This design comes from an exercise in tuning for small area, a short achievable clock period and few clock cycles per item on the open sky130 flow, not from production work. At most, simulation tests tie the RTL to the original design; equivalence was not proved.

Design multiplierIEEE754_verilog, start of the top module:
module multiplierIEEE754_verilog(
    op1,
    op2,
    in_rdy,
    res,
    res_rdy,
    clk,
    rst
    );
clock: 12.0 ns
lec_check: 0
abc_area: 1
cap_margin: 20
core_margin: 2
core_utilization: 40
gpl_timing_driven: 0
slew_margin: 20
synth_hierarchical: 1
run.sh (not shown) runs the stock make flow with config.mk's settings and CLKGATE_MAP_FILE= SYNTH_SCRIPT=/design/flow/synth_recipe.tcl, a recipe that flattens the netlist after the stock synthesis.
Edit:
Settings changed: GPL_TIMING_DRIVEN 0 to unset, SETUP_SLACK_MARGIN set to 1.
Result:
- worst setup slack gets better by 930 ps
- final cell count went down by about 0.7%
- core utilization shrinks by 0.40 points
- cell area goes down by about 0.9%
- die area stays the same
- critical path depth falls by 3
- clock-buffer cell count does not change
- clock skew barely changes
- maximum frequency is higher by 8.7%
Function was not checked in any run of this note: the RTL went through the layout flow alone.

---

== job 9829 ==
Another version of the RTL of multiplierIEEE754_verilog (not shown whole).
Size in the first run: ~3000 cells after synthesis, roughly 68 flip-flops, about 100 I/O pins, ~24000 um2 of cells after synthesis.
==> flow/config.mk <==
export PLATFORM = sky130hd
export DESIGN_NAME = multiplierIEEE754_verilog
export DESIGN_NICKNAME = multiplierIEEE754_verilog
export VERILOG_FILES = /design/flow/design.v
export SDC_FILE = /design/flow/constraint.sdc
export NUM_CORES = 4
export LEC_CHECK = 0
export ABC_AREA = 1
export CAP_MARGIN = 20
export CORE_MARGIN = 2
export CORE_UTILIZATION = 40
export SETUP_SLACK_MARGIN = 2.5
export SLEW_MARGIN = 20
export SYNTH_HIERARCHICAL = 1
==> flow/constraint.sdc <==
create_clock -name core_clock -period 12.0 [get_ports {clk}]
set_input_delay 2.4000 -clock core_clock [delete_from_list [all_inputs] [get_ports {clk}]]
set_output_delay 2.4000 -clock core_clock [all_outputs]
set_load 0.01 [all_outputs]
standard.sh (not shown) runs the stock make flow with config.mk's settings and CLKGATE_MAP_FILE= SYNTH_SCRIPT=/design/flow/synth_recipe.tcl, a recipe that flattens the netlist after the stock synthesis.
==> flow/flow/run.sh <==
#!/bin/bash
# The standard layout (the standard.sh, all of ORFS from synthesis to
# finish), except that the input and output ports are buffered with buf_4
# cells instead of the cell buffer_ports picks by itself.
set -euo pipefail
bash standard.sh "BUFFER_PORTS_ARGS=-buffer_cell sky130_fd_sc_hd__buf_4" finish > standard_flow.log 2>&1
Testbench counts of job 9829, summed over its fixed seeds: cycles 6,488, items 3,200.
The inputs of job 7777 differ from those of job 9829 as listed below.
Settings: GPL_ROUTABILITY_DRIVEN: unset -> 0; PLACE_DENSITY: unset -> 0.7; CTS_BUF_LIST: unset -> sky130_fd_sc_hd__clkbuf_4 sky130_fd_sc_hd__clkbuf_8.
Results
Post-place setup slack: job 7777 > job 9829. Relative to job 9829, the routed length on met2 measured on job 7777 has decreased by a little under 10%. Against job 9829, the final cell area of job 7777 is lower. Launching element of the worst setup path = op1[5]: job 7777; launching element of the worst setup path = op2[19]: job 9829. Routed wire in job 7777 totals less than in job 9829. Looking at met2 routing resource usage after global routing across job 7777 and job 9829, the one that comes out higher is job 9829.
Modified inputs, job 6481 compared to job 7777
Settings: GPL_ROUTABILITY_DRIVEN no longer set, was 0; TNS_END_PERCENT now 0, previously not set.
==> run notes <==
In the flow results for job 7777 and job 6481, the slack of the critical path is smaller on job 7777. ~same signal arrival time at the worst endpoint in job 7777 and job 6481. Max final area across job 7777 and job 6481: job 7777. Total number of multi-input combinational cells: job 6481 vs job 7777 — no meaningful difference.
Relative to job 6481, the following input files were edited for job 1845:
Settings: removing PLACE_DENSITY (formerly 0.7); removing TNS_END_PERCENT (formerly 0).
==> run notes <==
In job 1845, the multi-input combinational cell area came out 94 um2 above the value in job 6481. Between job 1845 and job 6481, the first-pass GRT wire length is lower for job 6481. Job 1845 vs. job 6481: count of non-filler cells in the finished layout stayed essentially flat; number of clock sinks seen by CTS level; post-placement worst setup slack decreased 260 ps; required time reported for the critical path endpoint was more or less identical; share of the cycle needed by the critical path after routing decreased 0.18 points. Routing usage on met3 essentially unchanged between job 1845 and job 6481. Setup slack in job 1845 is larger than in job 6481. Higher global-route usage goes to job 1845 over job 6481. Job 1845 finished every step from synthesis to the final layout, and the layout passed the timing, design-rule and antenna checks.

---

west:
Starting RTL as in the previous note.
export LEC_CHECK = 0
export ABC_AREA = 1
export CAP_MARGIN = 20
export CORE_MARGIN = 2
export CORE_UTILIZATION = 40
export CTS_BUF_LIST = sky130_fd_sc_hd__clkbuf_4 sky130_fd_sc_hd__clkbuf_8
export PLACE_DENSITY = 0.7
export SETUP_SLACK_MARGIN = 2.75
export SLEW_MARGIN = 20
export SYNTH_HIERARCHICAL = 1
export TNS_END_PERCENT = 0
create_clock -name core_clock -period 12.0 [get_ports {clk}]
Scripts as last shown in full above: flow/flow/run.sh
Testbench counts of west, summed over its fixed seeds: cycles 6,488, items 3,200.
For south, these inputs were changed with respect to west:
Settings: TNS_END_PERCENT no longer set, was 0; PLACE_DENSITY no longer set, was 0.7; SETUP_SLACK_MARGIN now 3, was 2.75; CTS_BUF_LIST no longer set, was sky130_fd_sc_hd__clkbuf_4 sky130_fd_sc_hd__clkbuf_8.
[summary]
south | stages: all done | timing, DRC, antenna: all pass
Re sequential cell count: no difference whatsoever between south and west.
In south relative to west, filler cell count had gone down slightly.
Diff west -> south: post-route core utilization rose by 3.0 points; sequential share of layout area went down by 0.34 points; global-route usage went up by 3.5 points.
[compare] base=west new=south: number of cells on the worst hold path shrank by 2, relative area change from synthesis to final layout went up.
Reported for west and south, clock sink count turned out identical to the last digit.

## separate check: timing with driven ports
In the flow no input, the clock included, has a driving cell. The finished layouts below were timed again as built, in two steps.
Step 1 (the two cells are an assumption about what drives the block):
set clk [get_ports {clk}]
set_driving_cell -lib_cell sky130_fd_sc_hd__clkbuf_16 $clk
set_driving_cell -lib_cell sky130_fd_sc_hd__buf_2 [delete_from_list [all_inputs] $clk]
Step 2, shift: input delay + t, output delay - t, t = (earliest + latest rising clock arrival at the registers) / 2. This alone moves slack from input paths to output paths.
Slacks: no drivers / after step 1 / after step 2; pairs: no drivers / after step 1.
run | t (ns) | setup slack, ns | hold slack, ns | worst data-port slew with drivers (ns)
the first run of note 1 | 0.392 | 0.357 / 0.380 / -0.012 | 0.523 / 0.523 / 0.523 | 0.05
the second run of note 1 | 0.404 | 1.291 / 1.289 / 0.885 | 0.546 / 0.546 / 0.546 | 0.06
job 9829 | 0.401 | 2.773 / 2.746 / 2.345 | 0.502 / 0.502 / 0.502 | 0.07
job 7777 | 0.438 | 2.753 / 2.723 / 2.286 | 0.618 / 0.618 / 0.618 | 0.08
job 6481 | 0.436 | 2.767 / 2.731 / 2.294 | 0.642 / 0.642 / 0.642 | 0.08
job 1845 | 0.442 | 2.788 / 2.747 / 2.305 | 0.506 / 0.506 / 0.506 | 0.07
west | 0.415 | 2.895 / 2.737 / 2.321 | 0.668 / 0.668 / 0.668 | 0.29
south | 0.396 | 2.913 / 2.705 / 2.309 | 0.492 / 0.492 / 0.492 | 0.28
With both steps, setup timing fails in the first run of note 1, where it was met with ideal ports. For south, which loses most, drivers alone change the setup slack by -0.208 ns; drivers and shift together by -0.604 ns.
